From an optimization exercise on the open Yosys and OpenROAD flow, aimed at small area, a short achievable clock period and few clock cycles per item; shortcuts taken in it are not production practice. Only simulation tests tie the RTL to the original design; equivalence was not proved. No activity file was given, so power comes from the tool's default toggle rates.

File: design.v
`default_nettype none
module top_level(
    clk,
    reset,
    start,
    key_start,
    sram_read_data,
    sram_write_enable,
    sram_write_data,
    sram_addr,
    ram_addr,
    ram_write_data,
    ram_write_enable,
    ram_read_data,
    rom_addr,
    rom_read_data,
    key_not_found,
    key_found,
    secret_key_0,
    secret_key_1,
    secret_key_2,
    secret_key_3,
    secret_key_4,
    secret_key_5
    );
    input  logic clk;
    input  logic reset;
    input  logic start;
    input  logic [23:0] key_start;
    input  logic [7:0] sram_read_data;
    output logic sram_write_enable;
    output logic [7:0] sram_write_data;
    output logic [7:0] sram_addr;
    output logic [4:0] ram_addr;
    output logic [7:0] ram_write_data;
    output logic ram_write_enable;
    input  logic [7:0] ram_read_data;
    output logic [4:0] rom_addr;
    input  logic [7:0] rom_read_data;
    output logic key_not_found;
    output logic key_found;
    output logic [3:0] secret_key_0;
    output logic [3:0] secret_key_1;
    output logic [3:0] secret_key_2;
    output logic [3:0] secret_key_3;
    output logic [3:0] secret_key_4;
    output logic [3:0] secret_key_5;
    localparam [2:0] ST_IDLE = 3'd0;
    localparam [2:0] ST_INIT = 3'd1;
    localparam [2:0] ST_KSA  = 3'd2;
    localparam [2:0] ST_PRGA = 3'd3;
    localparam [2:0] ST_DONE = 3'd4;
    logic [2:0]  st;
    logic        found, fail;
    logic [23:0] key;
    logic [8:0]  ctr;        
    logic [3:0]  ph;         
    logic [7:0]  j, jk, si, sj;
    logic        h1r, h2;    
    logic [7:0]  rd;         
    logic [7:0]  ramd;       
    logic        ramwe;
    logic [7:0]  a_r, wd_r;
    logic        we_r;
    assign sram_addr = a_r;
    assign sram_write_data = wd_r;
    assign sram_write_enable = we_r;
    assign rom_addr = ctr[4:0];
    assign ram_addr = ctr[4:0];
    assign ram_write_data = ramd;
    assign ram_write_enable = ramwe;
    assign key_found = found;
    assign key_not_found = fail;
    assign secret_key_0 = key[3:0];
    assign secret_key_1 = key[7:4];
    assign secret_key_2 = key[11:8];
    assign secret_key_3 = key[15:12];
    assign secret_key_4 = key[19:16];
    assign secret_key_5 = key[23:20];
    logic in_ksa;
    assign in_ksa = (st == ST_KSA);
    logic plain_ok;
    assign plain_ok = (ramd >= 8'd97 && ramd <= 8'd122) || ramd == 8'd32;
    logic [8:0] ctr_inc;
    assign ctr_inc = ctr + 9'd1;
    logic [7:0] ctr_m2;
    assign ctr_m2 = ctr[7:0] - 8'd2;
    logic eq2;                       
    assign eq2 = (j == ctr_m2);
    logic [7:0] si_new;              
    assign si_new = h1r ? si : rd;
    logic [7:0] j_new;
    assign j_new = jk + si_new;
    logic blk256, last_blk;
    assign blk256 = ctr[8] & ~ctr[0];
    assign last_blk = ctr[8] & ctr[0];    
    logic m_ge1, m_ge2;
    assign m_ge1 = (ctr != 9'd0);
    assign m_ge2 = ctr[8] | (ctr[7:1] != 7'd0);
    logic key_step, key_carry;
    assign key_step = ctr[8] & ~(ctr[1] & ctr[0]);
    always_comb begin
        case (ctr[1:0])
            2'd0: key_carry = (key[15:0] == 16'hffff);
            2'd1: key_carry = (key[15:8] == 8'hff);
            default: key_carry = 1'b1;
        endcase
    end
    logic [23:0] key_rot;
    assign key_rot = {key[15:0], key[23:16] + {7'd0, key_carry & ~in_ksa}};
    always_ff @(posedge clk or posedge reset) begin
        if (reset) begin
            st <= ST_IDLE;
            found <= 1'b0;
            fail <= 1'b0;
        end else begin
            case (st)
                ST_IDLE: if (start) st <= ST_INIT;
                ST_INIT: if (ctr == 9'd255) st <= ST_KSA;
                ST_KSA:  if (ph == 4'd2 && last_blk) st <= ST_PRGA;
                ST_PRGA: if (ph == 4'd12) begin
                    if (!plain_ok) begin
                        if (key[22]) begin
                            st <= ST_DONE;
                            fail <= 1'b1;
                        end else st <= ST_INIT;
                    end else if (ctr[4:0] == 5'd31) begin
                        st <= ST_DONE;
                        found <= 1'b1;
                    end
                end
                default: st <= st;
            endcase
        end
    end
    always_ff @(posedge clk) begin
        rd <= sram_read_data;
        ramd <= sram_read_data ^ rom_read_data;
        jk <= j + (key[23:16] & {8{in_ksa & ~last_blk}});
        h1r <= in_ksa && (j == ctr[7:0]);
        ramwe <= (st == ST_PRGA) && (ph == 4'd11);
    end
    always_ff @(posedge clk) begin
        case (st)
            ST_IDLE: begin
                key <= key_start;
                ctr <= 9'h1ff;
                a_r <= ctr_inc[7:0];
                wd_r <= ctr_inc[7:0];
                we_r <= 1'b0;
            end
            ST_INIT: begin
                a_r <= ctr_inc[7:0];
                wd_r <= ctr_inc[7:0];
                we_r <= (ctr != 9'd255);
                ctr <= (ctr == 9'd255) ? 9'd0 : ctr_inc;
                if (key_step) key <= key_rot;
                ph <= 4'd0;
                j <= 8'd0;
                si <= 8'd0;      
                sj <= 8'd255;    
            end
            ST_KSA: begin
                case (ph)
                    4'd0: begin
                        a_r <= j;
                        wd_r <= si;
                        we_r <= m_ge1 && !last_blk;
                        if (m_ge2) sj <= h2 ? sj : rd;    
                        ph <= 4'd1;
                    end
                    4'd1: begin
                        a_r <= ctr_m2;
                        wd_r <= sj;
                        we_r <= m_ge2 && !(eq2 && !last_blk);
                        h2 <= eq2;
                        ph <= 4'd2;
                    end
                    default: begin
                        a_r <= ctr_inc[7:0];
                        wd_r <= sj;
                        we_r <= 1'b0;
                        si <= si_new;
                        key <= key_rot;
                        j <= blk256 ? 8'd0 : j_new;
                        if (last_blk) begin
                            ctr <= 9'd0;
                            ph <= 4'd4;
                        end else begin
                            ctr <= ctr_inc;
                            ph <= 4'd0;
                        end
                    end
                endcase
            end
            ST_PRGA: begin
                a_r <= ctr_inc[7:0];
                wd_r <= sj;
                we_r <= 1'b0;
                case (ph)
                    4'd3: begin
                        si <= rd;
                        j <= j_new;
                    end
                    4'd4: begin
                        a_r <= j;
                        wd_r <= si;
                        we_r <= 1'b1;
                    end
                    4'd7: begin
                        sj <= rd;
                    end
                    4'd8: begin
                        we_r <= 1'b1;
                    end
                    4'd9: begin
                        a_r <= si + sj;
                    end
                    4'd12: begin
                        if (!plain_ok) begin
                            ctr <= 9'h1fc;
                        end else begin
                            ctr <= ctr_inc;
                        end
                    end
                    default: ;
                endcase
                ph <= (ph == 4'd12) ? 4'd0 : ph + 4'd1;
            end
            default: begin
                a_r <= ctr_inc[7:0];
                wd_r <= ctr_inc[7:0];
                we_r <= 1'b0;
            end
        endcase
    end
endmodule
File: flow/run.sh
#!/bin/bash
# The standard layout, with the port buffers made from the smallest buffer
# cell instead of the flow's default choice.
set -euo pipefail
export BUFFER_PORTS_ARGS="-buffer_cell sky130_fd_sc_hd__buf_1"
bash standard.sh > standard_make.log 2>&1
File: standard.sh
#!/bin/bash
# synth_recipe.tcl (not shown) runs the flow's synth.tcl, then flattens the netlist and writes it again
# the make line also repeats each setting of config.mk as NAME=value (left out here)
make -C /OpenROAD-flow-scripts/flow DESIGN_CONFIG=/design/flow/config.mk WORK_HOME=/design/flow/orfs CLKGATE_MAP_FILE= SYNTH_SCRIPT=/design/flow/synth_recipe.tcl "${@:-finish}"
File: config.mk
export PLATFORM = sky130hd
export DESIGN_NAME = top_level
export DESIGN_NICKNAME = top_level
export VERILOG_FILES = /design/flow/design.v
export SDC_FILE = /design/flow/constraint.sdc
export NUM_CORES = 4
export LEC_CHECK = 0
export CAP_MARGIN = 20
export CORE_MARGIN = 2
export CORE_UTILIZATION = 40
export SLEW_MARGIN = 20
File: constraint.sdc
create_clock -name core_clock -period 10.0 [get_ports {clk}]
set_input_delay 2.0000 -clock core_clock [delete_from_list [all_inputs] [get_ports {clk}]]
set_output_delay 2.0000 -clock core_clock [all_outputs]
set_load 0.01 [all_outputs]
==> results of run 1 <==
## metal layers
layer,track usage,vias up
met5,0,-
met4,0.0826,0
met3,0.0297,32
met2,0.321,180
met1,0.267,2500
li1,-,2482
## layout make-up
cell class,count,area [sq um]
clock buffers,9,225
clock inverters,7,55.1
fillers,1542,8600
inverters,28,105
multi-input cells,469,3290
flip-flops and latches,110,2850
well taps,216,270
repair buffers,110,435
## metrics by stage
step | utilization | cells | power (mW)
2_1_floorplan | - | 648 | 1.69
3_3_place_gp | 0.438 | 932 | 2.00
3_5_place_dp | 0.439 | 933 | 2.03
4_1_cts | 0.456 | 949 | 2.39
5_1_grt | 0.457 | 949 | 2.55
6_report | 0.457 | 949 | 2.39
## state kept, by name (all words and copies together), names as in the netlist, 4 cells and up
signal  count
ph          4
wd_r        8
a_r         8
ramd        8
j           8
jk          8
key        24
sj          8
ctr         9
rd          8
si          8
## layout by cell type, fill, tap and decap left out, drive strengths merged, types with 11 or more instances in the layout
cell type  count
mux2          24
o21ai         28
buf          110
nor2          72
a21oi         43
xor2          30
dfxtp         43
nand3         14
mux2i         14
nor2b         17
inv           32
ha            35
nor3          17
nand2         31
xnor2         21
edfxtp        62
nand2b        11
## kinds of logic (layout without fill, tap and decap cells)
logic type,count (synthesis),in the layout
and+or+nand+nor,207,207
buffers and inverters,69,154
DFF,110,110
xor gates and xnor gates,51,51
muxes,38,38
AOI/OAI and AO/OA,135,135
adders and majority gates,38,38
## path summary, 6_finish.rpt
check | from | to | slack (ns) | depth (start not counted)
setup / recovery | ctr[3] | rom_addr[3] | 6.66 | 1
hold / removal | fail | fail | 0.48 | 1
setup reg to reg | ctr[0] | jk[6] | 6.76 | 9
hold reg to reg | fail | fail | 0.48 | 1
max in group asynchronous | reset | st[1] | 8.33 | 2
min in group asynchronous | reset | st[0] | 1.49 | 2
## power by group through the flow
| stage | clock network (mW) | logic [mW] | registers (mW) |
|---|---|---|---|
| 6_report | 0.354 | 1.11 | 0.925 |
| 3_5_place_dp | 0 | 1.10 | 0.930 |
| 4_1_cts | 0.361 | 1.11 | 0.921 |
| 5_1_grt | 0.378 | 1.22 | 0.947 |
| 2_1_floorplan | 0 | 0.818 | 0.876 |
| 3_3_place_gp | 0 | 1.08 | 0.926 |
==> flow_metrics.tcl, run 1 <==
set metrics [dict create \
    htree_levels 3 \
    critPathCaptureType "output pin" \
    power.share.sequential 0.387 \
    tightest_slew_ns 0.950 \
    core_region_area_sq_um 15800 \
    vias 5194 \
    wl_um 16800 \
    yosysUniqueCellTypes 68 \
    startpoint_type "flip-flop" \
    cap_violations 0 \
    die_area_sq_um 17100 \
    internal_power_mw 1.34 \
    cts.reportedPaths.clkPinSlew_ns 0.08 \
    ctsHoldBuffers 0 \
    synth-seq-cells 110 \
    synthSimpleGateAreaFrac 0.161 \
    rsz0062_at_grt "false" \
    worst_slack_ns 6.66 \
    numCtsBuffers 9 \
    status "complete, no violations" \
    cp.arrival_ns 1.34 \
    rows 46 \
    max_freq_mhz 300 \
    synth_xor_area_frac 0.0694 \
    area_growth_pct 12.3 \
    synth_top_family_by_area "simple AND/OR/NAND/NOR gates" \
    tritoncts "done" \
    final_max_slew_viol_count 0 \
    pwr-share-comb 0.465 \
    avgSynthCellArea_sq_um 9.93 \
    fp.dieW_um 131 \
    sw_frac_of_total 0.440 \
    syn_inst 648 \
    cts_setup_buffers 0 \
    drc 0 \
    synth_common_cells "nor2_1 (71), edfxtp_1 (62), dfxtp_1 (43)" \
    met1_length_um 7620 \
    start_util 0.407 \
    period_needed_ns 3.34 \
    power.switching_mw 1.05 \
    ys_warn_count 1 \
    leakage_nw 2.75 \
    synth-main-ff-cell "edfxtp_1" \
    ir_worst_vdd_v 0.000125 \
    grt_pass1_vias 4931 \
    yosysMostFrequentCell "nor2_1" \
    holdWs_ns 0.478 \
    cp.required_ns 8.00 \
    synth_area_leader_cell "edfxtp_1" \
    synth_area_sq_um 6440 \
    fin_skew_ns 0.0129 \
    postRouteAntennaNets 0 \
    grt_pass1_wl_um 25900 \
    clock_path_buffers 2 \
    hold_violations 0 \
    drt-initial-drc-count 487 \
    post_cts_resized 0 \
    diodes 0 \
    grt_usage 0.198 \
    final_cell_area_sq_um 7230 \
    path_cells "buf_1" \
    synthArstFlopShare 0.0455 \
    synthTopCellsByArea "edfxtp_1 (29%), dfxtp_1 (13%), ha_1 (6.8%)" \
    synth_edf_count 62 \
    crit_family "flip-flops" \
    slew_headroom 0.364 \
    viasPerCell 5.47 \
    portBuffers 104 \
    firstDrtPassIters 7 \
    crit_slowest_cell "edfxtp_1" \
    wl_per_cell_um 17.7 \
    synth_fa_ha_area_frac 0.0774 \
    ios 113 \
    dpl_cell_area_sq_um 6940 \
    tns_ns 0 \
    crit_path_max_fanout 16 \
    muxShareOfSynthArea 0.0638 \
    wl_met2_um 7880 \
    synth.top_cell.area_share 0.289 \
    antenna_found_initial 0 \
    worstSetupPathType "reg2out" \
    cts-root-buf "clkbuf_16" \
    p_per_area_nw_per_um2 330 \
    mappedNetlistNets 737 \
    highest-signal-layer "met4" \
    synth_compound_area_frac 0.137 \
    drive_above_1_share 0.0778 \
    setup-violations-final 0 \
    place_congestion 0.895 \
    grt_max_degree 47 \
    ys_seq_area_frac 0.442 \
    hpwl_um 12400 \
    hp-class "reg2reg" \
    critPathBufInv 1 \
    cts.sinks 110 \
    routed-wl-met3_um 913 \
    post-route-period-util 0.334 \
    die_h_um 131 \
    dp_slack_ns 6.85 \
    pwr-share-clk 0.148 \
    worstSkewPairLatency_ns 0.37 \
    slowest_delay_ns 0.76 \
    num-nets-final 817 \
    grt_remaining_overflow 0 \
]
Testbench counts, summed over its fixed seeds: cycles 445,143, keys 408.
==> run 2, diff against run 1 <==
--- a/design.v
+++ b/design.v
@@ -57,6 +57,7 @@
     logic [3:0]  ph;         
     logic [7:0]  j, jk, si, sj;
     logic        h1r, h2;    
+    logic        kmask;      
     logic [7:0]  rd;         
     logic [7:0]  ramd;       
     logic        ramwe;
@@ -136,7 +137,8 @@
     always_ff @(posedge clk) begin
         rd <= sram_read_data;
         ramd <= sram_read_data ^ rom_read_data;
-        jk <= j + (key[23:16] & {8{in_ksa & ~last_blk}});
+        kmask <= in_ksa & ~last_blk;
+        jk <= j + (key[23:16] & {8{kmask}});
         h1r <= in_ksa && (j == ctr[7:0]);
         ramwe <= (st == ST_PRGA) && (ph == 4'd11);
     end
--- a/config.mk
+++ b/config.mk
@@ -8,4 +8,5 @@
 export CAP_MARGIN = 20
 export CORE_MARGIN = 2
 export CORE_UTILIZATION = 40
+export CTS_BUF_LIST = sky130_fd_sc_hd__clkbuf_8
 export SLEW_MARGIN = 20
==> flow_metrics.tcl, run 2 <==
set metrics [dict create \
    synth_area_sq_um 6480 \
    post_cts_resized 0 \
    whs_path_depth 1 \
    synth-main-ff-cell "edfxtp_1" \
    worstSetupPathType "reg2out" \
    synthTopCellsByArea "edfxtp_1 (29%), dfxtp_1 (14%), ha_1 (6.8%)" \
    setup-violations-final 0 \
    hp-class "reg2reg" \
    rsz0062_at_grt "false" \
    tritoncts "done" \
    yosysMostFrequentCell "edfxtp_1" \
    synth_fa_ha_area_frac 0.0768 \
    rrSetupSlack_ns 7.08 \
    cap_violations 0 \
    max_freq_mhz 293 \
    muxShareOfSynthArea 0.0635 \
    grt_pass1_wl_um 26600 \
    status "complete, no violations" \
    ios 113 \
    worst_r2r_startpoint "ctr[0]" \
    drt-initial-drc-count 382 \
    synthArstFlopShare 0.0450 \
    tns_ns 0 \
    critPathCaptureType "output pin" \
    portBuffers 104 \
    cp.required_ns 8.00 \
    wl_per_cell_um 17.8 \
    path_cells "buf_1" \
    firstDrtPassIters 5 \
    mappedNetlistNets 725 \
    cp_num_cells 1 \
    synth_xor_area_frac 0.0743 \
    cts-root-buf "clkbuf_8" \
    ctsHoldBuffers 0 \
    cts.sinks 111 \
    cts.reportedPaths.clkPinSlew_ns 0.10 \
    grt_remaining_overflow 0 \
    layout_common_cells "buf_1 (104), edfxtp_1 (62), nor2_1 (53), a21oi_1 (50), dfxtp_1 (44)" \
    numCtsBuffers 9 \
    gr-usage-met3 0.0382 \
    cp.arrival_ns 1.41 \
    gr-usage-met1 0.246 \
    yosysUniqueCellTypes 71 \
    die_h_um 131 \
    diodes 0 \
    fp.dieW_um 131 \
    critPathBufInv 1 \
    core_region_area_sq_um 15900 \
    synth.top_cell.area_share 0.287 \
    htree_levels 3 \
    synth-seq-cells 111 \
    dp_cells 920 \
    antenna_found_initial 0 \
    cts_setup_buffers 0 \
    grt_util_met2 0.319 \
    crit_slowest_cell "edfxtp_1" \
    instances_no_fill 936 \
    post-route-period-util 0.341 \
    reg2regPathDepth 11 \
    crit_path_max_fanout 16 \
    grt_pass1_vias 5154 \
    hpwl_um 12500 \
    synthSimpleGateAreaFrac 0.154 \
    fin_skew_ns 0.00825 \
    p_per_area_nw_per_um2 110 \
    drive_above_1_share 0.0583 \
    crit_family "flip-flops" \
    hold_violations 0 \
    grt_usage 0.193 \
    startpoint_type "flip-flop" \
    final_common_cell "buf_1" \
    period_needed_ns 3.41 \
    viasPerCell 5.50 \
    top_regs "key x24, ctr x9" \
    wl_um 16600 \
    ir_worst_vdd_v 0.0000554 \
    rows 46 \
    synth_edf_count 62 \
    rr_endpoint "ctr[3]" \
    critPathLaunch "ctr[3]" \
    ys_warn_count 1 \
    vias 5146 \
    final_max_slew_viol_count 0 \
    drc 0 \
    die_area_sq_um 17200 \
    slew_headroom 0.318 \
    regMostFlops "key" \
    synth_top_family_by_area "simple AND/OR/NAND/NOR gates" \
    postRouteAntennaNets 0 \
    start_util 0.408 \
    worstSkewPairLatency_ns 0.40 \
    num-nets-final 804 \
    largest_register_ffs 24 \
    synth_compound_area_frac 0.139 \
    synth_area_leader_cell "edfxtp_1" \
    area_growth_pct 10.4 \
    grt_max_degree 37 \
    crit_path_end "ram_addr[3]" \
    ys_seq_area_frac 0.442 \
    avgSynthCellArea_sq_um 10.2 \
    syn_inst 636 \
    tightest_slew_ns 1.02 \
    place_congestion 0.873 \
    synth_common_cells "edfxtp_1 (62), nor2_1 (55), a21oi_1 (50)" \
    clock_path_buffers 2 \
    top_usage_layer "met2" \
    slowest_delay_ns 0.81 \
    leakage_nw 2.82 \
]
==> run 2: cell type report <==
type,instances,area [sq um]
flip-flops and latches,111,2870
repair buffers,109,428
fillers,1561,8730
clock buffers,9,124
inverters,26,97.6
clock inverters,7,71.3
well taps,216,270
multi-input cells,458,3300
==> run 2: how the worst min path moves through the flow <==
stage | startpoint | to | slack (ns)
CTS | found | found | 0.48
finish | found | found | 0.47
global route | found | found | 0.51
floorplan | rd[7] | sj[7] | 0.50
detailed placement | found | found | 0.45
global placement | fail | fail | 0.45
==> run 2: power by group <==
group	internal, mW	switching, mW
clock	0.117	0.160
combinational	0.0124	0.0147
sequential	0.482	0.00468
==> run 2: logic make-up after synthesis <==
group,after synthesis
AND/OR/NAND/NOR,187
AO/OA/AOI/OAI,140
flip-flops,111
buffers and inverters,67
XOR/XNOR,55
multiplexers,38
adder cells (fa/ha/maj),38
==> run 2: through the flow <==
| stage | total power [mW] | util | setup slack [ns] | hold slack, ns | cell area [sq um] |
|---|---|---|---|---|---|
| floorplan | 0.511 | - | 7.09 | 0.503 | 6480 |
| finish | 0.791 | 0.451 | 6.59 | 0.472 | 7160 |
| CTS | 0.797 | 0.451 | 6.58 | 0.476 | 7160 |
| global route | 0.816 | 0.451 | 6.52 | 0.509 | 7160 |
| global placement | 0.523 | 0.438 | 6.96 | 0.453 | 6960 |
| detailed placement | 0.524 | 0.438 | 6.93 | 0.452 | 6960 |
==> run 2: metal layers <==
| layer | share of wire | up-vias | wire (um) |
|---|---|---|---|
| li1 | - | 2450 | - |
| met1 | 0.44 | 2481 | 7390 |
| met2 | 0.47 | 181 | 7880 |
| met3 | 0.057 | 34 | 946 |
| met4 | 0.026 | 0 | 435 |
| met5 | 0 | - | 0 |
Testbench counts of run 2, summed over its fixed seeds: cycles 445,143, keys 408.
==> run 3, diff against run 2 <==
==> flow/run.sh (replaced) <==
#!/bin/bash
# The standard layout, with the port buffers made from the smallest buffer
# cell, and timing repair aiming for 7.1 ns of setup slack at the 10 ns clock.
set -euo pipefail
export BUFFER_PORTS_ARGS="-buffer_cell sky130_fd_sc_hd__buf_1"
export SETUP_SLACK_MARGIN=7.1
bash standard.sh > standard_make.log 2>&1
--- a/config.mk
+++ b/config.mk
@@ -8,5 +8,4 @@
 export CAP_MARGIN = 20
 export CORE_MARGIN = 2
 export CORE_UTILIZATION = 40
-export CTS_BUF_LIST = sky130_fd_sc_hd__clkbuf_8
 export SLEW_MARGIN = 20
==> flow_metrics.tcl, run 3 <==
set metrics [dict create \
    grt_pass1_wl_um 27200 \
    cp.arrival_ns 1.02 \
    postRouteAntennaNets 0 \
    area_growth_pct 17.4 \
    cts.reportedPaths.clkPinSlew_ns 0.08 \
    synth_edf_count 62 \
    cap_violations 0 \
    cp_num_cells 1 \
    hp-class "reg2reg" \
    max_freq_mhz 332 \
    period_needed_ns 3.02 \
    tritoncts "done" \
    largest_register_ffs 24 \
    yosysMostFrequentCell "edfxtp_1" \
    synth.top_cell.area_share 0.287 \
    whs_path_depth 1 \
    grt_usage 0.198 \
    top_regs "key x24, ctr x9" \
    final_common_cell "buf_1" \
    syn_inst 636 \
    yosysUniqueCellTypes 71 \
    synth_top_family_by_area "simple AND/OR/NAND/NOR gates" \
    core_region_area_sq_um 15900 \
    regMostFlops "key" \
    synthSimpleGateAreaFrac 0.154 \
    critPathCaptureType "output pin" \
    avgSynthCellArea_sq_um 10.2 \
    start_util 0.408 \
    vias 5306 \
    die_area_sq_um 17200 \
    synth_compound_area_frac 0.139 \
    crit_path_max_fanout 3 \
    wl_um 17000 \
    leakage_nw 3.14 \
    p_per_area_nw_per_um2 113 \
    worstSkewPairLatency_ns 0.36 \
    diodes 0 \
    rsz0062_at_grt "true" \
    post-route-period-util 0.302 \
    rows 46 \
    setup-violations-final 0 \
    clock_path_buffers 2 \
    dp_slack_ns 6.97 \
    firstDrtPassIters 5 \
    cts-root-buf "clkbuf_16" \
    fp.dieW_um 131 \
    htree_levels 3 \
    critPathBufInv 1 \
    hpwl_um 12400 \
    num-nets-final 842 \
    grt_remaining_overflow 0 \
    synth_common_cells "edfxtp_1 (62), nor2_1 (55), a21oi_1 (50)" \
    startpoint_type "flip-flop" \
    ys_warn_count 1 \
    antenna_found_initial 0 \
    path_cells "buf_1" \
    grt_max_degree 37 \
    drt-initial-drc-count 432 \
    synth_area_leader_cell "edfxtp_1" \
    slowest_delay_ns 0.49 \
    synth-main-ff-cell "edfxtp_1" \
    drc 0 \
    drive_above_1_share 0.162 \
    mappedNetlistNets 725 \
    tns_ns 0 \
    layout_common_cells "buf_1 (73), edfxtp_1 (62), nor2_1 (51), a21oi_1 (50), buf_4 (42)" \
    worst_slack_ns 6.98 \
    synthArstFlopShare 0.0450 \
    slew_headroom 0.275 \
    grt_pass1_vias 5291 \
    viasPerCell 5.45 \
    final_max_slew_viol_count 0 \
    status "complete, no violations" \
    hold_violations 0 \
    portBuffers 104 \
    synth_xor_area_frac 0.0743 \
    synth_fa_ha_area_frac 0.0768 \
    worstSetupPathType "reg2out" \
    cp.required_ns 8.00 \
    tightest_slew_ns 1.09 \
    die_h_um 131 \
    synth-seq-cells 111 \
    ios 113 \
    numCtsBuffers 9 \
    synthTopCellsByArea "edfxtp_1 (29%), dfxtp_1 (14%), ha_1 (6.8%)" \
    synth_area_sq_um 6480 \
    ir_worst_vdd_v 0.0000846 \
    cts.sinks 111 \
    ys_seq_area_frac 0.442 \
    wl_per_cell_um 17.5 \
    muxShareOfSynthArea 0.0635 \
    crit_family "flip-flops" \
    crit_slowest_cell "edfxtp_1" \
    fin_skew_ns 0.00788 \
    place_congestion 0.877 \
    reg2regPathDepth 5 \
]
## run 3: final timing paths
| check | to | slack, ns | start |
|---|---|---|---|
| max | rom_addr[1] | 6.98 | ctr[1] |
| min | found | 0.47 | found |
| max reg2reg | ctr[2] | 7.26 | ph[0] |
| min reg2reg | found | 0.47 | found |
| max in group asynchronous | fail | 8.32 | reset |
| min in group asynchronous | st[1] | 1.50 | reset |
## run 3: report_power, final
part | leakage [nW] | internal (mW) | total (mW) | switching, mW
clock network | 0.142 | 0.174 | 0.348 | 0.174
registers | 1.07 | 0.482 | 0.486 | 0.00442
logic | 1.93 | 0.0132 | 0.0279 | 0.0147
total | 3.14 | 0.670 | 0.862 | 0.193
## run 3: area by class of cell
type | count | area (sq um)
clock buffer | 10 | 230
sequential | 111 | 2870
multi-input combinational | 458 | 3330
tap | 216 | 270
fill | 1524 | 8270
inverter | 26 | 97.6
timing repair buffer | 147 | 762
clock inverter | 6 | 51.3
## run 3: per-stage QoR
step | hold slack (ns) | instances | instance area, sq um | power, mW | util
after floorplan | 0.503 | 636 | 6480 | 0.511 | -
after global placement | 0.452 | 919 | 6950 | 0.523 | 0.438
after detailed placement | 0.461 | 919 | 6960 | 0.524 | 0.438
after CTS | 0.476 | 964 | 7480 | 0.871 | 0.471
after global routing | 0.501 | 974 | 7610 | 0.890 | 0.479
final | 0.474 | 974 | 7610 | 0.862 | 0.479
## run 3: repair_timing
action	4_1_cts	5_1_grt
resized for setup	10	36
pin swaps	0	1
setup buffers	29	10
setup endpoints to repair	47	64
hold buffers	0	0
## run 3: kinds of logic after synthesis
| family | after synthesis |
|---|---|
| compound gates | 140 |
| mux | 38 |
| flops | 111 |
| fa+ha+maj | 38 |
| simple gates | 187 |
| buf+inv | 67 |
| xor+xnor | 55 |
## run 3: routing by layer
layer  global-route usage  part of all wire  up-vias
li1                     -                 -     2534
met1                0.256              0.44     2568
met2                0.328              0.48      176
met3               0.0374             0.056       28
met4               0.0755             0.022        0
met5                    0                 0        -
==> run 4, diff against run 3 <==
==> flow/run.sh (replaced) <==
#!/bin/bash
# The standard layout, with the port buffers made from the smallest buffer
# cell, and timing repair aiming for 6.95 ns of setup slack at the 10 ns clock.
set -euo pipefail
export BUFFER_PORTS_ARGS="-buffer_cell sky130_fd_sc_hd__buf_1"
export SETUP_SLACK_MARGIN=6.95
bash standard.sh > standard_make.log 2>&1
==> flow_metrics.tcl, run 4 <==
set metrics [dict create \
    p_per_area_nw_per_um2 119 \
    synth_area_sq_um 6480 \
    crit_path_max_fanout 5 \
    slew_headroom 0.289 \
    period_needed_ns 3.00 \
    rrSetupSlack_ns 7.22 \
    critPathBufInv 1 \
    drt-initial-drc-count 396 \
    wl_per_cell_um 17.7 \
    top_regs "key x24, ctr x9" \
    area_growth_pct 13.1 \
    cts-root-buf "clkbuf_16" \
    multi_input_area_sq_um 3310 \
    tritoncts "done" \
    ys_warn_count 1 \
    mappedNetlistNets 725 \
    cp.arrival_ns 1.00 \
    final_max_slew_viol_count 0 \
    hpwl_um 12500 \
    postLayoutCoreUtil 0.461 \
    yosysMostFrequentCell "edfxtp_1" \
    place_congestion 0.873 \
    layout_common_cells "buf_1 (104), edfxtp_1 (62), nor2_1 (53), a21oi_1 (50), dfxtp_1 (44)" \
    power_uw 869 \
    path_cells "buf_1" \
    synth.top_cell.area_share 0.287 \
    worst_r2r_startpoint "ctr[1]" \
    postRouteAntennaNets 0 \
    grt_pass1_wl_um 26700 \
    nFillCells 1552 \
    num-nets-final 813 \
    grt_max_degree 37 \
    rsz0062_at_grt "false" \
    drc 0 \
    synth_common_cells "edfxtp_1 (62), nor2_1 (55), a21oi_1 (50)" \
    drive_above_1_share 0.0713 \
    grt_remaining_overflow 0 \
    syn_inst 636 \
    die_h_um 131 \
    viasPerCell 5.48 \
    critPathLaunch "key[21]" \
    leakage_nw 2.90 \
    avgSynthCellArea_sq_um 10.2 \
    start_util 0.408 \
    synth_edf_count 62 \
    cts.sinks 111 \
    ir_worst_vdd_v 0.0000720 \
    status "complete, no violations" \
    cp.required_ns 8.00 \
    largest_register_ffs 24 \
    tightest_slew_ns 1.07 \
    tns_ns 0 \
    regMostFlops "key" \
    synthTopCellsByArea "edfxtp_1 (29%), dfxtp_1 (14%), ha_1 (6.8%)" \
    cap_violations 0 \
    final_common_cell "buf_1" \
    synthArstFlopShare 0.0450 \
    post-route-period-util 0.300 \
    numCtsBuffers 9 \
    regArea_sq_um 2870 \
    max_freq_mhz 333 \
    critPathCaptureType "output pin" \
    die_area_sq_um 17200 \
    grt_usage 0.194 \
    ios 113 \
    yosysUniqueCellTypes 71 \
    crit_slowest_cell "edfxtp_1" \
    diodes 0 \
    hp-start "found" \
    portBuffers 104 \
    synth-main-ff-cell "edfxtp_1" \
    startpoint_type "flip-flop" \
    fin_skew_ns 0.0119 \
    slowest_delay_ns 0.48 \
    hp-class "reg2reg" \
    antenna_found_initial 0 \
    fp.dieW_um 131 \
    firstDrtPassIters 6 \
    synth_area_leader_cell "edfxtp_1" \
    vias 5181 \
    worstSkewPairLatency_ns 0.36 \
    worstSetupPathType "reg2out" \
    rows 46 \
    wl_um 16700 \
    core_region_area_sq_um 15900 \
    ys_seq_area_frac 0.442 \
    htree_levels 3 \
    setup-violations-final 0 \
    grt_pass1_vias 5089 \
    crit_family "flip-flops" \
    clock_path_buffers 2 \
    synth-seq-cells 111 \
    hold_violations 0 \
    cts.reportedPaths.clkPinSlew_ns 0.07 \
]
## run 4: cell counts after synthesis
Identical to the previous run, type by type.
## run 4: worst register-to-register path, stage by stage (launching register included)
cell and delay, ns:
edfxtp_1 0.47, buf_4 0.22, ha_1 0.26, nand2_1 0.09
nor2_1 0.06, nand3_1 0.13, inv_1 0.06, ha_1 0.19
nor3b_1 0.28, a31oi_1 0.10, nor2_1 0.45, a21oi_1 0.12
o21ai_0 0.20
## run 4: cell type report
cell class | count | area share
multi-input combinational | 458 | 0.451
sequential | 111 | 0.391
timing repair buffer | 118 | 0.0676
tap | 216 | 0.0369
clock buffer | 11 | 0.0347
inverter | 26 | 0.0133
clock inverter | 5 | 0.00512
## run 4: per-stage QoR
stage,setup WS (ns),instances,area [sq um],hold slack (ns)
after floorplan,7.09,636,6480,0.503
final,7.00,945,7330,0.466
after global routing,6.96,945,7330,0.500
after CTS,6.97,943,7310,0.469
after global placement,6.96,920,6960,0.453
after detailed placement,6.93,920,6960,0.452
## run 4: worst paths after layout
path,endpoint,cells after the start
max reg2reg,ctr[3],12
max,secret_key_5[1],1
min reg2reg,found,1
min in group asynchronous,st[1],2
max in group asynchronous,st[0],2
min,found,1
## run 4: kinds of logic after synthesis
| group | after synthesis | synth area share |
|---|---|---|
| simple gates | 187 | 0.154 |
| xor+xnor | 55 | 0.0743 |
| buf+inv | 67 | 0.0504 |
| fa+ha+maj | 38 | 0.0768 |
| flops | 111 | 0.442 |
| mux | 38 | 0.0635 |
| compound gates | 140 | 0.139 |
## run 4: repair_timing
action                     in CTS  in global routing
setup endpoints to repair      12                  9
setup buffers                   7                  2
hold buffers                    0                  0
resized for setup               0                  1
## run 4: power breakdown
part	switching (mW)	internal (mW)	total (mW)	leakage [nW]
Combinational	0.0147	0.0124	0.0271	1.69
Clock	0.169	0.186	0.355	0.146
Sequential	0.00469	0.482	0.486	1.07
## run 4: routing by layer
metal  track usage  up-vias  share of wire
li1              -     2471              -
met1         0.254     2496           0.45
met2         0.323      190           0.48
met3        0.0374       24          0.059
met4        0.0628        0          0.018
met5             0        -              0
==> run 5, diff against run 4 <==
--- a/config.mk
+++ b/config.mk
@@ -8,4 +8,5 @@
 export CAP_MARGIN = 20
 export CORE_MARGIN = 2
 export CORE_UTILIZATION = 40
+export CTS_CLUSTER_SIZE = 30
 export SLEW_MARGIN = 20
==> flow_metrics.tcl, run 5 <==
set metrics [dict create \
    status "complete, no violations" \
    grt_pass1_vias 5089 \
    drc 0 \
    tns_ns 0 \
    rows 46 \
    area_growth_pct 13.1 \
    regMostFlops "key" \
    hold_violations 0 \
    num-nets-final 813 \
    cts.reportedPaths.clkPinSlew_ns 0.07 \
    ys_warn_count 1 \
    path_cells "buf_1" \
    final_max_slew_viol_count 0 \
    p_per_area_nw_per_um2 119 \
    synth.top_cell.area_share 0.287 \
    postRouteAntennaNets 0 \
    viasPerCell 5.48 \
    synth-seq-cells 111 \
    cp.required_ns 8.00 \
    diodes 0 \
    fp.dieW_um 131 \
    synth-main-ff-cell "edfxtp_1" \
    synth_area_sq_um 6480 \
    tritoncts "done" \
    crit_family "flip-flops" \
    synth_area_leader_cell "edfxtp_1" \
    nFillCells 1552 \
    synthTopCellsByArea "edfxtp_1 (29%), dfxtp_1 (14%), ha_1 (6.8%)" \
    antenna_found_initial 0 \
    drive_above_1_share 0.0713 \
    cp_num_cells 1 \
    power.share.sequential 0.560 \
    startpoint_type "flip-flop" \
    yosysMostFrequentCell "edfxtp_1" \
    instances_no_fill 945 \
    synthArstFlopShare 0.0450 \
    setup-violations-final 0 \
    worstSkewPairLatency_ns 0.36 \
    numCtsBuffers 9 \
    rsz0062_at_grt "false" \
    synth_edf_count 62 \
    ios 113 \
    ctsHoldBuffers 0 \
    largest_register_ffs 24 \
    cap_violations 0 \
    critPathBufInv 1 \
    grt_remaining_overflow 0 \
    wl_per_cell_um 17.7 \
    cp.arrival_ns 1.00 \
    avgSynthCellArea_sq_um 10.2 \
    crit_path_max_fanout 5 \
    pwr-share-clk 0.409 \
    period_needed_ns 3.00 \
    internal_power_uw 680 \
    yosysUniqueCellTypes 71 \
    firstDrtPassIters 6 \
    regArea_sq_um 2870 \
    core_region_area_sq_um 15900 \
    worstSetupPathType "reg2out" \
    gr-usage-met1 0.254 \
    whs_path_depth 1 \
    max_freq_mhz 333 \
    top_regs "key x24, ctr x9" \
    post-route-period-util 0.300 \
    die_h_um 131 \
    cts-root-buf "clkbuf_16" \
    pwr-share-comb 0.031 \
    dp_cells 920 \
    layout_common_cells "buf_1 (104), edfxtp_1 (62), nor2_1 (53), a21oi_1 (50), dfxtp_1 (44)" \
    grt_util_met2 0.323 \
    syn_inst 636 \
    gr-usage-met3 0.0374 \
    mappedNetlistNets 725 \
    crit_slowest_cell "edfxtp_1" \
    die_area_sq_um 17200 \
    holdWs_ns 0.466 \
    leakage_nw 2.90 \
    cts.sinks 111 \
    wl_um 16700 \
    tightest_slew_ns 1.07 \
    hp-class "reg2reg" \
    start_util 0.408 \
    synth_common_cells "edfxtp_1 (62), nor2_1 (55), a21oi_1 (50)" \
    fin_skew_ns 0.0119 \
    top_usage_layer "met2" \
    sw_frac_of_total 0.217 \
    reg2regPathDepth 12 \
    grt_max_degree 37 \
    htree_levels 3 \
    drt-initial-drc-count 396 \
    slowest_delay_ns 0.48 \
    ir_worst_vdd_v 0.0000720 \
    slew_headroom 0.289 \
    ys_seq_area_frac 0.442 \
    power.switching_uw 188 \
    grt_pass1_wl_um 26700 \
    grt_usage 0.194 \
    final_common_cell "buf_1" \
    vias 5181 \
    clock_path_buffers 2 \
    portBuffers 104 \
    multi_input_area_sq_um 3310 \
    hpwl_um 12500 \
    critPathCaptureType "output pin" \
    place_congestion 0.873 \
]
run 5: cell counts after synthesis:
No cell type changed its count.
run 5: through the flow:
stage	area, sq um	total power [mW]	utilization	setup WS (ns)
4_1_cts	7310	0.875	0.460	6.97
6_report	7330	0.869	0.461	7.00
2_1_floorplan	6480	0.511	-	7.09
3_3_place_gp	6960	0.523	0.438	6.96
3_5_place_dp	6960	0.524	0.438	6.93
5_1_grt	7330	0.897	0.461	6.96
run 5: power by group through the flow:
stage / registers [mW] / logic [mW] / clock network [mW]
after global routing: 0.487 / 0.0302 / 0.380
final: 0.486 / 0.0271 / 0.355
after CTS: 0.486 / 0.0274 / 0.362
after global placement: 0.496 / 0.0265 / 0
after floorplan: 0.497 / 0.0135 / 0
after detailed placement: 0.497 / 0.0273 / 0
run 5: repair_timing:
item / in CTS / in global routing
endpoints found under the setup margin: 12 / 9
gates resized for setup: 0 / 1
setup buffers: 7 / 2
run 5: kinds of logic (layout without fill, tap and decap cells):
family	Yosys count	count (layout)	synth area share
fa+ha+maj	38	38	0.0768
compound gates	140	140	0.139
buf+inv	67	160	0.0504
simple gates	187	187	0.154
mux	38	38	0.0635
flops	111	111	0.442
xor+xnor	55	55	0.0743
run 5: metal layers:
metal	wire, um	part of all wire
met1	7470	0.45
met2	7980	0.48
met3	986	0.059
met4	302	0.018
met5	0	0
run 5: final cells by class:
class / instances / share of cell area
clock buffer: 11 / 0.0347
multi-input combinational: 458 / 0.451
sequential: 111 / 0.391
timing repair buffer: 118 / 0.0676
clock inverter: 5 / 0.00512
inverter: 26 / 0.0133
tap: 216 / 0.0369
run 5: final timing paths:
kind                       startpoint               to  slack [ns]
max                           key[21]  secret_key_5[1]        7.00
min                             found            found        0.47
max reg2reg                    ctr[1]           ctr[3]        7.22
min reg2reg                     found            found        0.47
max in group asynchronous       reset            st[0]        8.32
min in group asynchronous       reset            st[1]        1.51
==> run 6, diff against run 5 <==
--- a/design.v
+++ b/design.v
@@ -61,13 +61,14 @@
     logic [7:0]  rd;         
     logic [7:0]  ramd;       
     logic        ramwe;
+    logic [4:0]  nr;         
     logic [7:0]  a_r, wd_r;
     logic        we_r;
     assign sram_addr = a_r;
     assign sram_write_data = wd_r;
     assign sram_write_enable = we_r;
-    assign rom_addr = ctr[4:0];
-    assign ram_addr = ctr[4:0];
+    assign rom_addr = nr;
+    assign ram_addr = nr;
     assign ram_write_data = ramd;
     assign ram_write_enable = ramwe;
     assign key_found = found;
@@ -141,6 +142,7 @@
         jk <= j + (key[23:16] & {8{kmask}});
         h1r <= in_ksa && (j == ctr[7:0]);
         ramwe <= (st == ST_PRGA) && (ph == 4'd11);
+        nr <= ctr[4:0];
     end
     always_ff @(posedge clk) begin
         case (st)
==> flow/run.sh (replaced) <==
#!/bin/bash
# The standard layout, with the port buffers made from the smallest buffer
# cell, and timing repair aiming for 7.05 ns of setup slack at the 10 ns clock.
set -euo pipefail
export BUFFER_PORTS_ARGS="-buffer_cell sky130_fd_sc_hd__buf_1"
export SETUP_SLACK_MARGIN=7.05
bash standard.sh > standard_make.log 2>&1
--- a/config.mk
+++ b/config.mk
@@ -8,5 +8,4 @@
 export CAP_MARGIN = 20
 export CORE_MARGIN = 2
 export CORE_UTILIZATION = 40
-export CTS_CLUSTER_SIZE = 30
 export SLEW_MARGIN = 20
==> flow_metrics.tcl, run 6 <==
set metrics [dict create \
    wl_per_cell_um 17.0 \
    period_needed_ns 3.02 \
    firstDrtPassIters 7 \
    synthTopCellsByArea "edfxtp_1 (29%), dfxtp_1 (16%), ha_1 (6.9%)" \
    crit_family "flip-flops" \
    antenna_found_initial 0 \
    path_cells "clkbuf_2" \
    hpwl_um 11600 \
    cp.arrival_ns 1.02 \
    grt_usage 0.199 \
    portBuffers 104 \
    ys_seq_area_frac 0.469 \
    largest_register_ffs 24 \
    cap_violations 0 \
    postRouteAntennaNets 0 \
    core_region_area_sq_um 15300 \
    place_congestion 0.911 \
    synth-seq-cells 116 \
    final_cell_area_sq_um 7750 \
    synth_area_leader_cell "edfxtp_1" \
    p_per_area_nw_per_um2 341 \
    nFillCells 1471 \
    leakage_nw 3.00 \
    area_growth_pct 22.7 \
    synth_edf_count 62 \
    ctsHoldBuffers 0 \
    synth_common_cells "edfxtp_1 (62), nor2_1 (53), dfxtp_1 (49)" \
    drc 0 \
    fp.dieW_um 130 \
    clock_path_buffers 2 \
    ir_worst_vdd_v 0.000144 \
    synth-main-ff-cell "edfxtp_1" \
    rows 45 \
    slowest_delay_ns 0.44 \
    diodes 0 \
    critPathBufInv 1 \
    wl_um 16300 \
    fin_skew_ns 0.00653 \
    drive_above_1_share 0.184 \
    ios 113 \
    yosysUniqueCellTypes 60 \
    final_max_slew_viol_count 0 \
    layout_common_cells "buf_1 (73), edfxtp_1 (62), nor2_1 (51), dfxtp_1 (42), ha_1 (35)" \
    num-nets-final 824 \
    synth.top_cell.area_share 0.294 \
    worstSkewPairLatency_ns 0.42 \
    drt-initial-drc-count 374 \
    cp.required_ns 8.00 \
    grt_remaining_overflow 0 \
    regArea_sq_um 2980 \
    ys_warn_count 1 \
    status "complete, no violations" \
    setup-violations-final 0 \
    top_regs "key x24, ctr x9" \
    multi_input_area_sq_um 3140 \
    htree_levels 4 \
    postLayoutCoreUtil 0.506 \
    die_h_um 130 \
    rsz0062_at_grt "true" \
    mappedNetlistNets 700 \
    numCtsBuffers 17 \
    start_util 0.413 \
    critPathCaptureType "output pin" \
    cts-root-buf "clkbuf_16" \
    cts.sinks 116 \
    avgSynthCellArea_sq_um 10.3 \
    hold_violations 0 \
    post-route-period-util 0.302 \
    yosysMostFrequentCell "edfxtp_1" \
    crit_slowest_cell "edfxtp_1" \
    worstSetupPathType "reg2out" \
    tightest_slew_ns 0.973 \
    grt_pass1_vias 4919 \
    syn_inst 611 \
    startpoint_type "flip-flop" \
    vias 5096 \
    grt_max_degree 52 \
    grt_pass1_wl_um 25500 \
    dp_slack_ns 6.80 \
    dpl_cell_area_sq_um 6870 \
    hp-class "reg2reg" \
    crit_path_max_fanout 2 \
    synth_area_sq_um 6320 \
    final_common_cell "buf_1" \
    slew_headroom 0.345 \
    regMostFlops "key" \
    holdWs_ns 0.470 \
    cts.reportedPaths.clkPinSlew_ns 0.05 \
    tritoncts "done" \
    die_area_sq_um 16800 \
    worst_slack_ns 6.98 \
    viasPerCell 5.31 \
    tns_ns 0 \
    synthArstFlopShare 0.0431 \
    max_freq_mhz 331 \
]
run 6: changes by cell type after synthesis, sizes merged, moves of 7 or more:
| cell | change |
|---|---|
| a21oi | -23 |
| buf | -21 |
| clkbuf | +13 |
| mux2i | -9 |
| nand2b | -7 |
| xor2 | -7 |
run 6: logic make-up (layout without fill, tap and decap cells):
group | after synthesis | count (layout) | synth area share
AO/OA/AOI/OAI | 122 | 122 | 0.129
flip-flops | 116 | 116 | 0.469
adder cells (fa/ha/maj) | 38 | 38 | 0.0788
XOR/XNOR | 54 | 54 | 0.0748
multiplexers | 30 | 30 | 0.0526
buffers and inverters | 61 | 198 | 0.0400
AND/OR/NAND/NOR | 190 | 190 | 0.155
run 6: power by group:
group	switching [mW]	total, mW	internal [mW]
Sequential	0.176	0.916	0.740
Combinational	0.650	1.13	0.478
Clock	0.212	0.601	0.389
Total	1.04	2.65	1.61
run 6: area by class of cell:
| class | instances | area share |
|---|---|---|
| clock buffer | 22 | 0.0573 |
| clock inverter | 10 | 0.0171 |
| inverter | 28 | 0.0136 |
| multi-input combinational | 434 | 0.405 |
| sequential | 116 | 0.384 |
| tap | 211 | 0.0340 |
| timing repair buffer | 138 | 0.0891 |
run 6: final timing paths:
path	cells after the start	startpoint	slack [ns]	to
max	1	key[5]	6.98	secret_key_1[1]
min	1	found	0.47	found
max reg2reg	5	ph[0]	7.24	ctr[0]
min reg2reg	1	found	0.47	found
max in group asynchronous	2	reset	8.37	st[2]
min in group asynchronous	2	reset	1.45	st[1]
run 6: what timing repair did:
action,in CTS,in global routing
endpoints found under the setup margin,53,42
cloned,0,0
resized for setup,15,30
endpoints found under the hold margin,0,0
pin swaps,0,0
setup buffers,19,12
run 6: through the flow:
stage	std cells	total power [mW]
after floorplan	611	1.63
after global placement	896	1.92
after detailed placement	896	1.95
after CTS	947	2.61
after global routing	959	2.82
final	959	2.65
run 6: per-layer routing:
| layer | track usage | part of all wire |
|---|---|---|
| met1 | 0.264 | 0.45 |
| met3 | 0.0492 | 0.057 |
| met2 | 0.314 | 0.47 |
| met4 | 0.0784 | 0.023 |
| met5 | 0 | 0 |
Testbench counts of run 6, summed over its fixed seeds: cycles 445,143, keys 408.
==> run 7, diff against run 6 <==
--- a/config.mk
+++ b/config.mk
@@ -7,5 +7,5 @@
 export LEC_CHECK = 0
 export CAP_MARGIN = 20
 export CORE_MARGIN = 2
-export CORE_UTILIZATION = 40
+export CORE_UTILIZATION = 55
 export SLEW_MARGIN = 20
==> flow_metrics.tcl, run 7 <==
set metrics [dict create \
    ir_worst_vdd_v 0.000164 \
    htree_levels 4 \
    synth-seq-cells 116 \
    ios 113 \
    synth.top_cell.area_share 0.294 \
    avgSynthCellArea_sq_um 10.3 \
    grt_usage 0.267 \
    cp.arrival_ns 1.03 \
    vias 5185 \
    yosysUniqueCellTypes 60 \
    largest_register_ffs 24 \
    critPathLaunch "key[19]" \
    die_h_um 111 \
    place_congestion 0.863 \
    wl_um 16500 \
    synthArstFlopShare 0.0431 \
    die_area_sq_um 12400 \
    tritoncts "done" \
    viasPerCell 5.79 \
    grt_pass1_vias 4972 \
    synth-main-ff-cell "edfxtp_1" \
    multi_input_area_sq_um 3140 \
    crit_family "flip-flops" \
    portBuffers 104 \
    diodes 0 \
    top_regs "key x24, ctr x9" \
    synth_edf_count 62 \
    power_mw 2.60 \
    final_max_slew_viol_count 0 \
    wl_per_cell_um 18.5 \
    drc 0 \
    period_needed_ns 3.03 \
    postRouteAntennaNets 0 \
    crit_path_max_fanout 2 \
    worst_r2r_startpoint "h1r" \
    synth_common_cells "edfxtp_1 (62), nor2_1 (53), dfxtp_1 (49)" \
    numCtsBuffers 17 \
    cap_violations 0 \
    core_region_area_sq_um 11300 \
    synth_area_sq_um 6320 \
    synthTopCellsByArea "edfxtp_1 (29%), dfxtp_1 (16%), ha_1 (6.9%)" \
    slew_headroom 0.366 \
    worstSkewPairLatency_ns 0.42 \
    holdWs_ns 0.473 \
    drive_above_1_share 0.186 \
    grt_max_degree 52 \
    hold_violations 0 \
    rsz0062_at_grt "true" \
    critPathBufInv 1 \
    tns_ns 0 \
    fin_skew_ns 0.00608 \
    critPathCaptureType "output pin" \
    ys_warn_count 1 \
    firstDrtPassIters 5 \
    grt_pass1_wl_um 25700 \
    cp.required_ns 8.00 \
    mappedNetlistNets 700 \
    p_per_area_nw_per_um2 341 \
    synth_area_leader_cell "edfxtp_1" \
    area_growth_pct 20.7 \
    status "complete, no violations" \
    start_util 0.558 \
    startpoint_type "flip-flop" \
    ys_seq_area_frac 0.469 \
    nFillCells 875 \
    regArea_sq_um 2980 \
    crit_slowest_cell "edfxtp_1" \
    postLayoutCoreUtil 0.674 \
    leakage_nw 2.99 \
    hp-start "fail" \
    regMostFlops "key" \
    final_common_cell "buf_1" \
    cts.reportedPaths.clkPinSlew_ns 0.05 \
    slowest_delay_ns 0.45 \
    clock_path_buffers 2 \
    antenna_found_initial 0 \
    setup-violations-final 0 \
    layout_common_cells "buf_1 (76), edfxtp_1 (62), nor2_1 (51), dfxtp_1 (43), buf_4 (37)" \
    num-nets-final 828 \
    hp-class "reg2reg" \
    fp.dieW_um 111 \
    hpwl_um 11500 \
    worstSetupPathType "reg2out" \
    max_freq_mhz 330 \
    tightest_slew_ns 0.944 \
    rows 39 \
    post-route-period-util 0.303 \
    cts.sinks 116 \
    grt_remaining_overflow 0 \
    yosysMostFrequentCell "edfxtp_1" \
    drt-initial-drc-count 345 \
    cts-root-buf "clkbuf_16" \
    path_cells "clkbuf_2" \
    syn_inst 611 \
]
run 7: power breakdown:
part | leakage, nW | switching (mW) | internal (mW)
sequential | 1.04 | 0.184 | 0.739
combinational | 1.68 | 0.654 | 0.478
clock | 0.265 | 0.204 | 0.341
run 7: final cells by class:
| class | instances | share of cell area |
|---|---|---|
| clock buffers | 27 | 0.0659 |
| clock inverters | 5 | 0.00344 |
| inverters | 28 | 0.0138 |
| multi-input cells | 435 | 0.411 |
| flip-flops and latches | 116 | 0.390 |
| well taps | 143 | 0.0234 |
| repair buffers | 141 | 0.0921 |
run 7: routing by layer:
metal  part of all wire  global-route usage  vias to the layer above
met5                  0                   0                        -
met4              0.032               0.119                        0
met3              0.063              0.0580                       40
met2               0.46               0.415                      207
met1               0.45               0.359                     2474
li1                   -                   -                     2464
run 7: worst paths after layout:
kind	slack, ns	cells after the start	end
worst max-delay path	6.97	1	secret_key_4[3]
worst min-delay path	0.47	1	fail
worst max register to register	7.12	9	j[7]
worst min register to register	0.47	1	fail
max in group asynchronous	8.37	2	st[2]
min in group asynchronous	1.44	2	found
run 7: repair_timing:
action | 4_1_cts | 5_1_grt
setup buffers | 21 | 11
gates resized for setup | 10 | 30
gates cloned | 0 | 1
endpoints found under the hold margin | 0 | 0
pin swaps | 0 | 1
hold buffers | 0 | 0
endpoints found under the setup margin | 37 | 70
run 7: logic make-up after synthesis:
logic type / after synthesis / synth area share
XOR/XNOR: 54 / 0.0748
AO/OA/AOI/OAI: 122 / 0.129
buffers and inverters: 61 / 0.0400
adder cells (fa/ha/maj): 38 / 0.0788
AND/OR/NAND/NOR: 190 / 0.155
multiplexers: 30 / 0.0526
flip-flops: 116 / 0.469
run 7: metrics by stage:
stage / setup WS, ns / std cells / cell area [sq um]
CTS: 6.99 / 883 / 7500
finish: 6.97 / 895 / 7630
global route: 6.92 / 895 / 7630
detailed placement: 6.78 / 830 / 6800
floorplan: 7.08 / 611 / 6320
global placement: 6.83 / 829 / 6780
==> run 8, diff against run 7 <==
--- a/design.v
+++ b/design.v
@@ -59,17 +59,16 @@
     logic        h1r, h2;    
     logic        kmask;      
     logic [7:0]  rd;         
-    logic [7:0]  ramd;       
+    logic        romx;       
     logic        ramwe;
-    logic [4:0]  nr;         
     logic [7:0]  a_r, wd_r;
     logic        we_r;
     assign sram_addr = a_r;
     assign sram_write_data = wd_r;
     assign sram_write_enable = we_r;
-    assign rom_addr = nr;
-    assign ram_addr = nr;
-    assign ram_write_data = ramd;
+    assign rom_addr = ctr[4:0];
+    assign ram_addr = ctr[4:0];
+    assign ram_write_data = rd;
     assign ram_write_enable = ramwe;
     assign key_found = found;
     assign key_not_found = fail;
@@ -82,7 +81,7 @@
     logic in_ksa;
     assign in_ksa = (st == ST_KSA);
     logic plain_ok;
-    assign plain_ok = (ramd >= 8'd97 && ramd <= 8'd122) || ramd == 8'd32;
+    assign plain_ok = (rd >= 8'd97 && rd <= 8'd122) || rd == 8'd32;
     logic [8:0] ctr_inc;
     assign ctr_inc = ctr + 9'd1;
     logic [7:0] ctr_m2;
@@ -136,13 +135,12 @@
         end
     end
     always_ff @(posedge clk) begin
-        rd <= sram_read_data;
-        ramd <= sram_read_data ^ rom_read_data;
+        romx <= (st == ST_PRGA) && (ph == 4'd10);
+        rd <= sram_read_data ^ (rom_read_data & {8{romx}});
         kmask <= in_ksa & ~last_blk;
         jk <= j + (key[23:16] & {8{kmask}});
         h1r <= in_ksa && (j == ctr[7:0]);
         ramwe <= (st == ST_PRGA) && (ph == 4'd11);
-        nr <= ctr[4:0];
     end
     always_ff @(posedge clk) begin
         case (st)
==> flow/run.sh (replaced) <==
#!/bin/bash
# The standard layout, with the port buffers made from the smallest buffer
# cell, and timing repair aiming for 6.95 ns of setup slack at the 10 ns clock.
set -euo pipefail
export BUFFER_PORTS_ARGS="-buffer_cell sky130_fd_sc_hd__buf_1"
export SETUP_SLACK_MARGIN=6.95
bash standard.sh > standard_make.log 2>&1
--- a/config.mk
+++ b/config.mk
@@ -7,5 +7,5 @@
 export LEC_CHECK = 0
 export CAP_MARGIN = 20
 export CORE_MARGIN = 2
-export CORE_UTILIZATION = 55
+export CORE_UTILIZATION = 40
 export SLEW_MARGIN = 20
==> flow_metrics.tcl, run 8 <==
set metrics [dict create \
    status "complete, no violations" \
    ir_worst_vdd_v 0.000161 \
    tightest_slew_ns 1.08 \
    mappedNetlistNets 712 \
    hold_violations 0 \
    viasPerCell 5.37 \
    rsz0062_at_grt "false" \
    cp.required_ns 8.00 \
    ys_seq_area_frac 0.433 \
    dp_cells 899 \
    syn_inst 623 \
    sw_frac_of_total 0.442 \
    tns_ns 0 \
    grt_remaining_overflow 0 \
    critPathCaptureType "output pin" \
    top_usage_layer "met2" \
    worstSetupPathType "reg2out" \
    regMostFlops "key" \
    cts.reportedPaths.clkPinSlew_ns 0.07 \
    setup-violations-final 0 \
    yosysMostFrequentCell "edfxtp_1" \
    slew_headroom 0.277 \
    hpwl_um 11700 \
    critPathBufInv 1 \
    antenna_found_initial 0 \
    crit_slowest_cell "dfxtp_1" \
    num-nets-final 800 \
    regArea_sq_um 2730 \
    start_util 0.411 \
    pwr-share-clk 0.139 \
    wl_um 15800 \
    grt_util_met2 0.301 \
    cts.sinks 104 \
    critPathLaunch "rd[2]" \
    power.share.sequential 0.337 \
    grt_pass1_vias 4798 \
    portBuffers 104 \
    startpoint_type "flip-flop" \
    cts-root-buf "clkbuf_16" \
    layout_common_cells "buf_1 (104), edfxtp_1 (62), nor2_1 (53), nand2_1 (46)" \
    yosysUniqueCellTypes 74 \
    synth-seq-cells 104 \
    power.switching_mw 1.26 \
    period_needed_ns 2.99 \
    diodes 0 \
    firstDrtPassIters 7 \
    drc 0 \
    gr-usage-met1 0.263 \
    hp-start "fail" \
    top_regs "key x24, ctr x9" \
    leakage_nw 2.67 \
    synth_area_leader_cell "edfxtp_1" \
    cap_violations 0 \
    fp.dieW_um 129 \
    final_common_cell "buf_1" \
    clock_path_buffers 2 \
    wl_per_cell_um 17.1 \
    internal_power_mw 1.59 \
    htree_levels 3 \
    worst_r2r_startpoint "ctr[1]" \
    synth-main-ff-cell "edfxtp_1" \
    synthTopCellsByArea "edfxtp_1 (30%), dfxtp_1 (12%), ha_1 (7.0%)" \
    nFillCells 1512 \
    ios 113 \
    slowest_delay_ns 0.46 \
    rows 45 \
    numCtsBuffers 9 \
    core_region_area_sq_um 15300 \
    synth_edf_count 62 \
    gr-usage-met3 0.0467 \
    die_area_sq_um 16800 \
    avgSynthCellArea_sq_um 10.1 \
    synth_common_cells "edfxtp_1 (62), nor2_1 (55), nand2_1 (47)" \
    ys_warn_count 1 \
    vias 4974 \
    final_max_slew_viol_count 0 \
    p_per_area_nw_per_um2 398 \
    largest_register_ffs 24 \
    synth_area_sq_um 6290 \
    cp.arrival_ns 0.99 \
    instances_no_fill 927 \
    tritoncts "done" \
    grt_pass1_wl_um 25100 \
    synth.top_cell.area_share 0.296 \
    grt_max_degree 51 \
    hp-class "reg2reg" \
    multi_input_area_sq_um 3240 \
    area_growth_pct 13.9 \
    postRouteAntennaNets 0 \
    fin_skew_ns 0.0133 \
    crit_path_max_fanout 6 \
    grt_usage 0.194 \
    die_h_um 129 \
    max_freq_mhz 334 \
    place_congestion 0.946 \
    crit_family "flip-flops" \
    path_cells "buf_1" \
    worstSkewPairLatency_ns 0.36 \
    drt-initial-drc-count 366 \
    drive_above_1_share 0.105 \
    post-route-period-util 0.299 \
    pwr-share-comb 0.524 \
    synthArstFlopShare 0.0481 \
]
[run 8: changes by cell type after synthesis, moves of 7 or more]
| cell | before | now |
|---|---|---|
| dfxtp_1 | 49 | 37 |
| clkbuf_1 | 22 | 12 |
| xor2_1 | 30 | 19 |
| buf_4 | 5 | 15 |
| xnor2_1 | 24 | 37 |
| or3_1 | 10 | 3 |
| nand2_1 | 33 | 47 |
[run 8: layout make-up]
class                           instances  share of cell area
Tap cell                              211              0.0368
Clock inverter                          6              0.0136
Multi-Input combinational cell        451               0.452
Inverter                               26              0.0136
Sequential cell                       104               0.381
Timing Repair Buffer                  119              0.0702
Clock buffer                           10              0.0333
[run 8: repair_timing]
action | CTS | global route
setup endpoints to repair | 13 | 12
buffers inserted | 8 | 4
resized for setup | 1 | 2
hold buffers | 0 | 0
[run 8: final timing paths]
check / depth (start not counted) / slack [ns] / to
worst min-delay path: 1 / 0.46 / fail
min in group asynchronous: 2 / 1.51 / found
max in group asynchronous: 2 / 8.30 / st[1]
worst min register to register: 1 / 0.46 / fail
worst max register to register: 12 / 7.18 / st[1]
worst max-delay path: 1 / 7.01 / ram_write_data[2]
[run 8: power by group through the flow]
stage | Clock (mW) | Sequential [mW] | Combinational (mW)
floorplan | 0 | 0.934 | 1.10
global placement | 0 | 1.00 | 1.38
detailed placement | 0 | 1.01 | 1.40
CTS | 0.406 | 0.964 | 1.48
global route | 0.421 | 0.991 | 1.65
finish | 0.397 | 0.962 | 1.49
[run 8: logic make-up after synthesis]
kind of cell / count (synthesis) / share of synthesized area
AO/OA/AOI/OAI: 130 / 0.142
XOR/XNOR: 56 / 0.0779
adder cells (fa/ha/maj): 38 / 0.0791
buffers and inverters: 68 / 0.0551
flip-flops: 104 / 0.433
multiplexers: 28 / 0.0499
AND/OR/NAND/NOR: 199 / 0.163
[run 8: per-stage QoR]
| stage | hold slack [ns] | instance area [sq um] | total power [mW] | setup WS (ns) | utilization |
|---|---|---|---|---|---|
| after floorplan | 0.469 | 6290 | 2.03 | 7.01 | - |
| after global placement | 0.458 | 6730 | 2.38 | 6.83 | 0.439 |
| after detailed placement | 0.453 | 6730 | 2.41 | 6.79 | 0.440 |
| after CTS | 0.470 | 7130 | 2.85 | 6.97 | 0.466 |
| after global routing | 0.488 | 7170 | 3.06 | 6.95 | 0.468 |
| final | 0.465 | 7170 | 2.85 | 7.01 | 0.468 |
[run 8: per-layer routing]
metal,vias up,part of all wire
met5,-,0
met4,0,0.030
met3,30,0.070
met2,199,0.45
met1,2337,0.45
li1,2408,-
Testbench counts of run 8, summed over its fixed seeds: cycles 445,143, keys 408.

==> static timing again, ports no longer ideal <==
In the flow no input, the clock included, has a driving cell. The finished layouts below were timed again as built, in two steps.
Step 1 sets driving cells, clkbuf_16 on the clock port and buf_2 on the other inputs (assumed; they add their load-dependent delay and slew).
Step 2, shift: input delay + t, output delay - t, t = (earliest + latest rising clock arrival at the registers) / 2. This alone moves slack from input paths to output paths.
a / b / c = no drivers / after step 1 / after step 2; a / b = the first two.
| run | t, ns | setup WS [ns] | hold WS [ns] | pins driven straight from the clock port |
|---|---|---|---|---|
| run 1 | 0.398 | 6.662 / 6.623 / 6.757 | 0.478 / 0.478 / 0.478 | 1 |
| run 2 | 0.427 | 6.588 / 6.553 / 6.943 | 0.472 / 0.472 / 0.472 | 1 |
| run 3 | 0.393 | 6.985 / 6.946 / 6.933 | 0.474 / 0.474 / 0.474 | 1 |
| run 4 | 0.391 | 6.995 / 6.958 / 6.932 | 0.466 / 0.466 / 0.466 | 1 |
| run 5 | 0.391 | 6.995 / 6.958 / 6.932 | 0.466 / 0.466 / 0.466 | 1 |
| run 6 | 0.457 | 6.979 / 6.940 / 6.866 | 0.470 / 0.470 / 0.470 | 1 |
| run 7 | 0.453 | 6.972 / 6.934 / 6.897 | 0.473 / 0.473 / 0.473 | 1 |
| run 8 | 0.394 | 7.010 / 6.969 / 6.807 | 0.465 / 0.465 / 0.465 | 1 |
After both steps setup and hold are still met in every run listed. For run 8, which loses most, drivers alone change the setup slack by -0.041 ns; drivers and shift together by -0.203 ns.
